This design comes from an exercise in tuning for small area and a short achievable clock period on the open sky130 flow, not from production work.
Function was checked by simulation only, so behaviour that the tests miss may differ from the original.

[design/flow/config.mk]
export PLATFORM = sky130hd
export DESIGN_NAME = NOAA_Module
export DESIGN_NICKNAME = NOAA_Module
export VERILOG_FILES = /design/flow/design.v
export SDC_FILE = /design/flow/constraint.sdc
export NUM_CORES = 4
export LEC_CHECK = 0
export CAP_MARGIN = 20
export CORE_MARGIN = 2
export CORE_UTILIZATION = 40
export SLEW_MARGIN = 20
[design/flow/constraint.sdc]
create_clock -name core_clock -period 250.0 [get_ports {CLK}]
set_input_delay 50.0000 -clock core_clock [delete_from_list [all_inputs] [get_ports {CLK}]]
set_output_delay 50.0000 -clock core_clock [all_outputs]
set_load 0.01 [all_outputs]
[design/flow/design.v]
module counter #( parameter DATA_WIDTH = 10, 
                  parameter MAX_VAL    = {DATA_WIDTH{1'b0}} )
                ( clk, rst, out );
    input wire                      clk, rst;
    output reg [ DATA_WIDTH - 1:0 ] out;
    always @( posedge clk or posedge rst ) begin
        if ( ( rst ) )
            out <= {DATA_WIDTH{1'b0}};  
        else
            if ( out == MAX_VAL )
                out <= {DATA_WIDTH{1'b0}};  
            else
                out <= out + 1'b1;  
    end
endmodule
module counter_stop #( parameter DATA_WIDTH = 10, 
                       parameter MAX_VAL    = 8 )
                     ( clk, rst, out );
    input wire clk, rst;
    output reg [ DATA_WIDTH - 1:0 ] out;
    always @( posedge clk or posedge rst ) begin
        if ( rst )
            out <= {DATA_WIDTH{1'b0}};  
        else if ( out < MAX_VAL )
            out <= out + 1'b1;  
    end
endmodule
module decoder #( parameter DATA_WIDTH = 4,
                  parameter PORTS      = 14 )
                  ( count, out );
    input  wire [ DATA_WIDTH-1:0] count;
    output wire [ PORTS-1:0 ] out;
    genvar i;
    generate
        for (i = 0; i < PORTS; i = i + 1) begin : gen_decode
            assign out[i] = (count == i[ DATA_WIDTH-1:0 ] );
        end
    endgenerate
endmodule
module dff  #( parameter DATA_WIDTH = 12,
               parameter RESET_VAL  = {DATA_WIDTH{1'b0}} )
             ( clk, rst, en, d, q );
    input                           clk, rst, en;
    input      [ DATA_WIDTH-1:0 ]   d; 
    output reg [ DATA_WIDTH-1:0 ]   q;
    always @ ( posedge clk or posedge rst ) begin
        if ( rst )
            q <= RESET_VAL;
        else if (en)
            q <= d;
    end
endmodule
module mux2_1 #( parameter DATA_WIDTH = 10 )
               ( d0, d1, s, q );
    input                         s;
    input      [ DATA_WIDTH-1:0 ] d0, d1; 
    output reg [ DATA_WIDTH-1:0 ] q;
    always @( d0, d1, s )
        if( s == 0 )
            q = d0;
        else
            q = d1;
endmodule
module register #( parameter DATA_WIDTH = 12,
                   parameter N          = 14 )
                  ( clk, rst, enables, in_smpl, out_smpls );
    input wire                      clk, rst;
    input wire  [ N-1:0 ]           enables;
    input wire  [ DATA_WIDTH-1:0 ]  in_smpl; 
    output reg [ N*DATA_WIDTH-1:0 ]  out_smpls;
    genvar i;
    generate
        for ( i = 0; i < N; i = i + 1 ) begin : sample_regs
            always @(posedge clk or posedge rst ) begin
                if ( rst )
                    out_smpls[ i * DATA_WIDTH +: DATA_WIDTH ] 
                        <= {DATA_WIDTH{1'b0}};  
                else if ( enables[ i ] )
                    out_smpls[ i * DATA_WIDTH +: DATA_WIDTH ] 
                        <= in_smpl;
            end
        end
endgenerate
endmodule
module NOAA_Module( CLK, RESET, MODE, TN, SAMPLE, DONE, AVG_SD );
    input CLK, RESET, MODE;
    input [ 11:0 ] TN;
    output SAMPLE, DONE;
    output [ 11:0 ] AVG_SD;
    localparam TEMP_WIDTH       = 12;
    localparam N_SAMPLES        = 14;
    localparam MAX_IDX          = 4'b1101;
    localparam SUM_SQRD_WIDTH   = 28;
    localparam INIT_STDEV = 12'b010000000000;
    wire                                mode;
    wire [ 3:0 ]                        idx_reg;
    wire [ 3:0 ]                        num_smpls;
    wire [ N_SAMPLES-1:0 ]              temp_reg_ENs;
    wire [ N_SAMPLES*TEMP_WIDTH-1:0 ]   temps;
    reg  [ 15:0 ]                       sum;  
    wire [ TEMP_WIDTH-1:0 ]             avg;
    reg  [ SUM_SQRD_WIDTH-1:0 ]         sum_sqrd;  
    wire [ SUM_SQRD_WIDTH-1:0 ]         variance;
    wire [ TEMP_WIDTH-1:0 ]             stdev;
    wire [ TEMP_WIDTH-1:0 ]             stdev_q;
    wire [ TEMP_WIDTH-1:0 ]             avg_sd;
    integer                             i;
    dff     #( .DATA_WIDTH( 1 ), .RESET_VAL( 0 ) )
     mode_ff ( .clk( CLK    ),
               .rst( RESET  ),
               .en(  1'b1   ),
               .d(   MODE   ),
               .q(   mode   ) );
    counter_stop #( .DATA_WIDTH( 4 ), .MAX_VAL( N_SAMPLES ) )
        smpl_cntr ( .clk( CLK       ),
                    .rst( RESET     ),
                    .out( num_smpls ) );
    counter     #(  .DATA_WIDTH( 4 ), .MAX_VAL( MAX_IDX ) )
        idx_cntr (  .clk( CLK        ),
                    .rst( RESET      ),
                    .out( idx_reg    ) );
    decoder #( .DATA_WIDTH( 4 ), .PORTS( N_SAMPLES ) )
        dcdr ( .count( idx_reg      ),
               .out(   temp_reg_ENs ) );
    register #( .DATA_WIDTH( TEMP_WIDTH ), .N( N_SAMPLES ) )
        rgstr ( .clk(       CLK             ),
                .rst(       RESET           ),
                .enables(   temp_reg_ENs    ),
                .in_smpl(   TN              ),
                .out_smpls( temps           ) );
    always @(*) begin
        sum = 0;
        for (i = 0; i < N_SAMPLES; i = i + 1)
            sum = sum + temps[ i*TEMP_WIDTH +: TEMP_WIDTH ];
    end
    assign avg = ( num_smpls == 0 ) ? 0 : ( sum / num_smpls );
    always @(*) begin
        sum_sqrd = 0;
        for (i = 0; i < N_SAMPLES; i = i + 1)
            sum_sqrd = sum_sqrd 
                     + temps[ i*TEMP_WIDTH +: TEMP_WIDTH ] 
                     * temps[ i*TEMP_WIDTH +: TEMP_WIDTH ];
    end
    assign variance = ( num_smpls == 0 ) ? 0 : sum_sqrd / num_smpls - avg * avg;
    assign stdev = ( stdev_q == 0 ) ? 0 : ( ( variance / stdev_q ) + stdev_q ) / 2;
    dff     #( .DATA_WIDTH( TEMP_WIDTH ), .RESET_VAL( INIT_STDEV ) )
     stdev_ff( .clk( CLK        ),
               .rst( RESET      ),
               .en(  mode       ),
               .d(   stdev      ),
               .q(   stdev_q    ) );
    mux2_1 #( TEMP_WIDTH )
     out_mux( .s(  mode     ),
              .d0( avg      ),
              .d1( stdev    ),
              .q(  avg_sd   ) );
    assign SAMPLE = DONE;
    dff     #( .DATA_WIDTH( 1 ) )
     done_ff ( .clk( CLK            ),
               .rst( RESET          ),
               .en(  1'b1           ),
               .d(   num_smpls >= 1 ),
               .q(   DONE           ) );
    dff    #( .DATA_WIDTH( TEMP_WIDTH ) )
     out_ff ( .clk( CLK    ),
              .rst( RESET  ),
              .en(  1'b1   ),
              .d(   avg_sd ),
              .q(   AVG_SD ) );
endmodule
[design/flow/run.sh]
#!/bin/bash
# synth_recipe.tcl (not shown) runs the flow's synth.tcl, then flattens the netlist and writes it again
# the make line also repeats each setting of config.mk as NAME=value (left out here)
make -C /OpenROAD-flow-scripts/flow DESIGN_CONFIG=/design/flow/config.mk WORK_HOME=/design/flow/orfs CLKGATE_MAP_FILE= SYNTH_SCRIPT=/design/flow/synth_recipe.tcl finish
==> impl_metrics.tcl, run 1 <==
set metrics [dict create \
    run_status "complete, no violations" \
    wl_per_cell_microns 20.8 \
    cts.clk_slew.worst_paths_ns 0.06 \
    drv_slew 0 \
    hold_end "smpl_cntr.out[2]$_DFFE_PP0N_" \
    max-cap-violations 0 \
    crit_fanout 39 \
    num_vias 107000 \
    cp_data_arrival_time_ns 204.92 \
    synth_area_sq_um 126000 \
    fin_nets 18400 \
    synth_enable_flop_cells 0 \
    r2r-start "rgstr.out_smpls[19]$_DFFE_PP0N_" \
    timing.final.crit_share_pct 81.8 \
    synth_area_leader_cell "fa_1" \
    grt_setup_unrepaired "false" \
    min_path_type "reg2reg" \
    fp.dieW_microns 566 \
    cts-root-buf "clkbuf_16" \
    start_util_pct 40.2 \
    dp_cells 19200 \
    max_stage_delay_ns 0.82 \
    synth_compound_area_share_pct 16.3 \
    reg2regPathDepth 942 \
    synth_warnings 9 \
    setup-violations-final 0 \
    hpwl_microns 341000 \
    synth_top_family_by_area "adder cells" \
    cts_tree "yes" \
    postSynthAreaPerCell_sq_um 8.22 \
    cts.path.max_buffers 3 \
    crit_end "out_ff.q[11]$_DFF_PP0_" \
    critPathMostFrequentCell "o21a_1" \
    first_global_vias 107000 \
    worst_slew_pin_slew_ns 1.14 \
    yosysTopAreaCellShare_pct 30.4 \
    min-delay-start "smpl_cntr.out[2]$_DFFE_PP0N_" \
    fmax_mhz 4.89 \
    dr.pass1.iters 6 \
    yosysUniqueCellTypes 155 \
    antenna_found_initial 13 \
    path_depth 863 \
    crit_type "reg2reg" \
    finClkSkew_ns 0.0529 \
    grt_overflow_total 0 \
    cp-end-kind "flop" \
    finalHoldViolCount 0 \
    antenna_left 0 \
    synth_area_leaders "fa_1 (30%), ha_1 (13%), inv_1 (8.0%), dfrtp_1 (4.0%), nand2_1 (3.6%)" \
    required_ns 250.53 \
    yosysMostFrequentCell "inv_1" \
    synth.top_cells.by_count "inv_1 (2691), fa_1 (1920), ha_1 (1320)" \
    crit_start "rgstr.out_smpls[19]$_DFFE_PP0N_" \
    post_cts_buffers 0 \
    clock-sinks 202 \
    drcViolationCount 0 \
    ctsResizeCount 0 \
    synthMuxAreaShare_pct 2.94 \
    design_area_sq_um 132000 \
    areaGrowthSynthToFinish_pct 4.62 \
    grt_start_max_net_pins 67 \
    vias_per_cell 5.57 \
    finalNonFillerCells 19300 \
    synthCells 15400 \
    htree_levels 2 \
    ys_ff_latch 202 \
    row_count 206 \
    yosys.area_share.adder_pct 43.5 \
    worst-path-buf-inv 101 \
    holdPathStages 2 \
    grt_usage_pct 24.9 \
    fin_crit_ns 204.40 \
    fp.dieH_microns 566 \
    r2r_slack_ns 45.60 \
    dr.first_iter.drc_count 8394 \
    synthSimpleGateAreaFrac_pct 19.1 \
    ys_seq_area_share_pct 4.00 \
    grt_pass1_wl_microns 629000 \
    synthFlopType "dfrtp_1" \
    synth_xor_area_share_pct 4.64 \
    io_buffers 28 \
    place.gp.congestion 0.991 \
    routed_wl_microns 401000 \
    placed_area_sq_um 131000 \
    critPathSlowestCell "dfrtp_1" \
    core_sq_um 315000 \
    async_reset_ff_share_pct 100 \
    io-pin-count 29 \
    clkLatencyLatePin_ns 0.65 \
    slew_headroom_pct 21.8 \
    numCtsBuffers 34 \
    worstSetupStartpointType "flop" \
    drive_above_1_share_pct 5.31 \
    tns_ns 0 \
    cts_hold_buf 0 \
    critPathTopFamily "compound AO/OA/AOI/OAI gates" \
    dieArea_sq_um 321000 \
    r2r-end "out_ff.q[11]$_DFF_PP0_" \
]
-- registers in the layout, summed over array words and instances, names as in the netlist --
signal           flops
out_ff.q            12
stdev_ff.q          12
smpl_cntr.out        4
done_ff.q            1
mode_ff.q            1
rgstr.out_smpls    168
idx_cntr.out         4
-- layout by cell type, fill, tap and decap left out, drive strengths merged, types with 133 or more instances in the layout --
cell type and n:
ha 1320, xor2 268, nand2 1230, or2 156, xnor2 398, nand3 243, mux2 233, o21a 324
a21o 184, or3 133, fa 1920, nor2 1031, inv 2713, nor2b 147, o21ai 580, nor3 487
a21oi 755, dfrtp 201, nand2b 167, and2 546
-- cells by family after synthesis --
kind of cell | Yosys count
AND/OR/NAND/NOR | 4729
adder cells (fa/ha/maj) | 3248
AO/OA/AOI/OAI | 3018
buffers and inverters | 3172
XOR/XNOR | 667
multiplexers | 338
other | 1
flip-flops | 202
-- per-layer routing --
layer	wire (microns)	track usage, %
met4	12100	6.48
met3	26100	3.70
met1	178000	34.0
met5	0	0
met2	185000	40.9
-- per-stage QoR --
step | setup slack (ns) | utilization, % | hold slack, ns
6_report | 45.60 | 42.0 | 0.617
5_1_grt | 25.65 | 42.0 | 0.682
4_1_cts | 47.63 | 42.0 | 0.603
3_5_place_dp | 48.58 | 41.7 | 0.591
3_3_place_gp | 53.21 | 41.7 | 0.590
2_1_floorplan | 69.14 | - | 0.521
-- area by class of cell --
class,count,area (sq um)
Antenna cell,2,5.00
Clock buffer,38,886
Clock inverter,22,213
Fill cell,31800,182000
Inverter,2714,10200
Multi-Input combinational cell,12000,110000
Sequential cell,202,5060
Tap cell,4160,5200
Timing Repair Buffer,146,1140
==> run 2: changes to the inputs <==
==> design/flow/design.v (replaced) <==
module noaa_udiv #( parameter NW = 16, parameter DW = 4, parameter QW = 12 )
                  ( input [NW-1:0] num, input [DW-1:0] den, output [QW-1:0] quo );
    wire [DW-1:0] rem [0:QW];
    assign rem[QW] = num[NW-1:QW];
    genvar i;
    generate
        for (i = QW-1; i >= 0; i = i - 1) begin : row
            wire [DW:0] t = {rem[i+1], num[i]};
            wire [DW+1:0] d = {1'b0, t} - {2'b0, den};
            assign quo[i] = ~d[DW+1];
            assign rem[i] = d[DW+1] ? t[DW-1:0] : d[DW-1:0];
        end
    endgenerate
endmodule
module NOAA_Module( CLK, RESET, MODE, TN, SAMPLE, DONE, AVG_SD );
    input CLK, RESET, MODE;
    input [ 11:0 ] TN;
    output SAMPLE, DONE;
    output [ 11:0 ] AVG_SD;
    reg  [ 11:0 ] win [ 0:13 ];    
    reg  [ 3:0 ]  n;               
    reg  [ 15:0 ] s;               
    reg  [ 27:0 ] ss;              
    reg  [ 11:0 ] avg_r;           
    reg  [ 22:0 ] var_r;           
    reg           m;
    reg  [ 11:0 ] q;
    reg           done_r;
    reg  [ 11:0 ] out_r;
    integer i;
    wire          full  = ( n == 4'd14 );
    wire [ 3:0 ]  n_nx  = full ? 4'd14 : n + 4'd1;
    wire [ 11:0 ] old   = full ? win[13] : 12'd0;
    wire [ 15:0 ] s_nx  = s + TN - old;
    wire [ 27:0 ] ss_nx = ss + TN * TN - old * old;
    wire [ 11:0 ] avg_nx;
    wire [ 23:0 ] ssq_nx;
    noaa_udiv #( .NW( 16 ), .DW( 4 ), .QW( 12 ) ) div_s  ( .num( s_nx  ), .den( n_nx ), .quo( avg_nx ) );
    noaa_udiv #( .NW( 28 ), .DW( 4 ), .QW( 24 ) ) div_ss ( .num( ss_nx ), .den( n_nx ), .quo( ssq_nx ) );
    wire [ 23:0 ] var_nx = ssq_nx - avg_nx * avg_nx;
    wire [ 12:0 ] quo;
    wire [ 9:0 ]  dummy_hi;
    noaa_udiv #( .NW( 35 ), .DW( 12 ), .QW( 23 ) ) div_q ( .num( { 12'd0, var_r } ), .den( q ), .quo( {dummy_hi, quo} ) );
    wire [ 12:0 ] nsum = quo + { 1'b0, q };
    wire [ 11:0 ] sd   = ( q == 12'd0 ) ? 12'd0 : nsum[ 12:1 ];
    always @( posedge CLK ) begin
        win[0] <= TN;
        for ( i = 1; i < 14; i = i + 1 )
            win[i] <= win[i-1];
        avg_r <= avg_nx;
        var_r <= var_nx[ 22:0 ];
        out_r <= m ? sd : avg_r;
    end
    always @( posedge CLK or posedge RESET ) begin
        if ( RESET ) begin
            n      <= 4'd0;
            s      <= 16'd0;
            ss     <= 28'd0;
            m      <= 1'b0;
            q      <= 12'd1024;
            done_r <= 1'b0;
        end else begin
            n      <= n_nx;
            s      <= s_nx;
            ss     <= ss_nx;
            m      <= MODE;
            if ( m ) q <= sd;
            done_r <= ( n != 4'd0 );
        end
    end
    assign DONE   = done_r;
    assign SAMPLE = done_r;
    assign AVG_SD = out_r;
endmodule
==> impl_metrics.tcl, run 2 <==
set metrics [dict create \
    synth.top_cells.by_count "inv_1 (838), ha_1 (620), fa_1 (393)" \
    routed_wl_microns 103000 \
    place.gp.congestion 0.894 \
    areaGrowthSynthToFinish_pct 7.62 \
    min-delay-start "win[11][10]$_DFF_P_" \
    worst_slew_pin_slew_ns 1.09 \
    crit_fanout 13 \
    critPathMostFrequentCell "a21o_1" \
    postSynthAreaPerCell_sq_um 8.63 \
    cts_hold_buf 0 \
    grt_usage_pct 19.6 \
    numCtsBuffers 34 \
    synth_area_sq_um 41900 \
    fin_nets 5919 \
    vias_per_cell 5.19 \
    largest_register "win" \
    holdWs_ns 0.322 \
    post_cts_buffers 0 \
    grt_pass1_wl_microns 172000 \
    fin_crit_ns 103.96 \
    drcViolationCount 0 \
    cp-end-kind "flop" \
    cts.path.max_buffers 3 \
    crit_start "TN[4]" \
    yosysMostFrequentCell "inv_1" \
    synth_enable_flop_cells 0 \
    layout_common_cells "inv_1 (835), ha_1 (620), fa_1 (393), nor2_1 (318), nand2_1 (307)" \
    cts.clk_slew.worst_paths_ns 0.06 \
    required_ns 250.49 \
    hpwl_microns 83000 \
    r2r-start "q[1]$_DFFE_PP0P_" \
    critPathSlowestCell "clkdlybuf4s50_1" \
    grt_setup_unrepaired "false" \
    fmax_mhz 9.62 \
    antenna_found_initial 1 \
    largest_reg_flops 168 \
    core_sq_um 104000 \
    critPathTopFamily "compound AO/OA/AOI/OAI gates" \
    wl_per_cell_microns 16.3 \
    synthFlopType "dfxtp_1" \
    start_util_pct 40.4 \
    fp.dieW_microns 328 \
    cp_data_arrival_time_ns 104.46 \
    io-pin-count 29 \
    slew_headroom_pct 27.0 \
    setup-violations-final 0 \
    antenna_left 0 \
    run_status "complete, no violations" \
    tns_ns 0 \
    drive_above_1_share_pct 5.33 \
    max_stage_delay_ns 0.83 \
    ys_seq_area_share_pct 14.0 \
    cts-root-buf "clkbuf_16" \
    ctsResizeCount 0 \
    synthCells 4859 \
    drv_slew 0 \
    min_path_type "reg2reg" \
    htree_levels 2 \
    timing.final.crit_share_pct 41.6 \
    top_regs "win: 168 flops, ss: 28 flops, var_r: 23 flops" \
    worstSetupStartpointType "primary input" \
    max-cap-violations 0 \
    final_common_cell "inv_1" \
    first_global_vias 33100 \
    synth_area_leader_cell "fa_1" \
    fillers 10200 \
    dieArea_sq_um 107000 \
    clkLatencyLatePin_ns 0.57 \
    ys_ff_latch 277 \
    design_area_sq_um 45100 \
    yosysTopAreaCellShare_pct 18.8 \
    async_reset_ff_share_pct 22.4 \
    grt_overflow_total 0 \
    synth_area_leaders "fa_1 (19%), ha_1 (18%), dfxtp_1 (10%), inv_1 (7.5%), a21o_1 (4.1%)" \
    io_buffers 28 \
    yosysUniqueCellTypes 109 \
    worst-path-buf-inv 20 \
    placed_area_sq_um 44000 \
    diodes 0 \
    row_count 118 \
    finalHoldViolCount 0 \
    dr.pass1.iters 5 \
    finClkSkew_ns 0.0266 \
    synth_warnings 5 \
    fp.dieH_microns 328 \
    clock-sinks 277 \
    crit_type "in2reg" \
    dr.first_iter.drc_count 1713 \
    grt_start_max_net_pins 63 \
    cts_tree "yes" \
    num_vias 32700 \
]
[run 2: cell count changes after synthesis, moves of 194 or more]
| cell | change |
|---|---|
| clkbuf_1 | -338 |
| xnor2_1 | -231 |
| ha_1 | -700 |
| nor3_1 | -419 |
| o21a_1 | -288 |
| and2_1 | -470 |
| nand2_1 | -920 |
| nor2_1 | -707 |
| inv_1 | -1853 |
| dfxtp_1 | +215 |
| a21oi_1 | -496 |
| o21ai_0 | -272 |
| fa_1 | -1527 |
| nand3_1 | -194 |
[run 2: cell families after synthesis]
| family | share of synthesized area, % |
|---|---|
| flops | 14.0 |
| mux | 4.82 |
| fa+ha+maj | 37.3 |
| xor+xnor | 6.41 |
| compound gates | 16.6 |
| simple gates | 12.4 |
| other cells | 0.00894 |
| buf+inv | 8.48 |
[run 2: area by class of cell]
cell class	count	area, sq um	share of cell area [%]
flip-flops and latches	277	5860	13.0
repair buffers	70	596	1.32
well taps	1380	1730	3.83
multi-input cells	3652	32600	72.1
clock buffers	40	925	2.05
inverters	856	3210	7.12
clock inverters	19	255	0.565
[run 2: stage by stage]
stage               cells  worst slack, ns  utilization (%)
global placement     6235           147.11             42.4
floorplan            4863           152.80                -
finish               6294           146.04             43.5
global route         6294           140.92             43.5
detailed placement   6235           145.66             42.4
CTS                  6294           146.18             43.5
[run 2: final timing paths]
check	slack, ns	cells past startpoint	endpoint
max in group asynchronous	199.26	3	s[15]$_DFF_PP0_
max	146.04	218	var_r[21]$_DFF_P_
min reg2reg	0.32	0	win[12][10]$_DFF_P_
min	0.32	0	win[12][10]$_DFF_P_
min in group asynchronous	50.05	3	s[0]$_DFF_PP0_
max reg2reg	171.37	363	q[11]$_DFFE_PP0P_
[run 2: per-layer routing]
metal	vias up	wire [microns]	global-route usage [%]
li1	16300	-	-
met4	0	2140	4.47
met3	106	3960	1.78
met1	15700	50200	27.7
met2	521	46500	32.5
met5	-	0	0

-- separate check: timing with driven ports --
No port has a modelled driver above. Below, the same layouts with a new extraction and two added sets of constraints.
Step 1 (the two cells are an assumption about what drives the block):
set clk [get_ports {CLK}]
set_driving_cell -lib_cell sky130_fd_sc_hd__clkbuf_16 $clk
set_driving_cell -lib_cell sky130_fd_sc_hd__buf_2 [delete_from_list [all_inputs] $clk]
Step 2 moves the port delays by t, midway between the first and last clock arrival at a register: inputs arrive t later, outputs are due t later. That takes back most of the time a late clock gives input paths.
a / b / c = ideal ports / drivers / drivers and shift; a / b = the first two.
run	shift t [ns]	setup slack, ns	hold WS [ns]
run 1	0.724	45.603 / 45.603 / 45.603	0.617 / 0.617 / 0.617
run 2	0.621	146.037 / 146.067 / 145.446	0.322 / 0.322 / 0.322
After both steps every run listed still meets setup and hold. For run 2, which loses most, drivers alone change the setup slack by +0.030 ns; drivers and shift together by -0.591 ns.
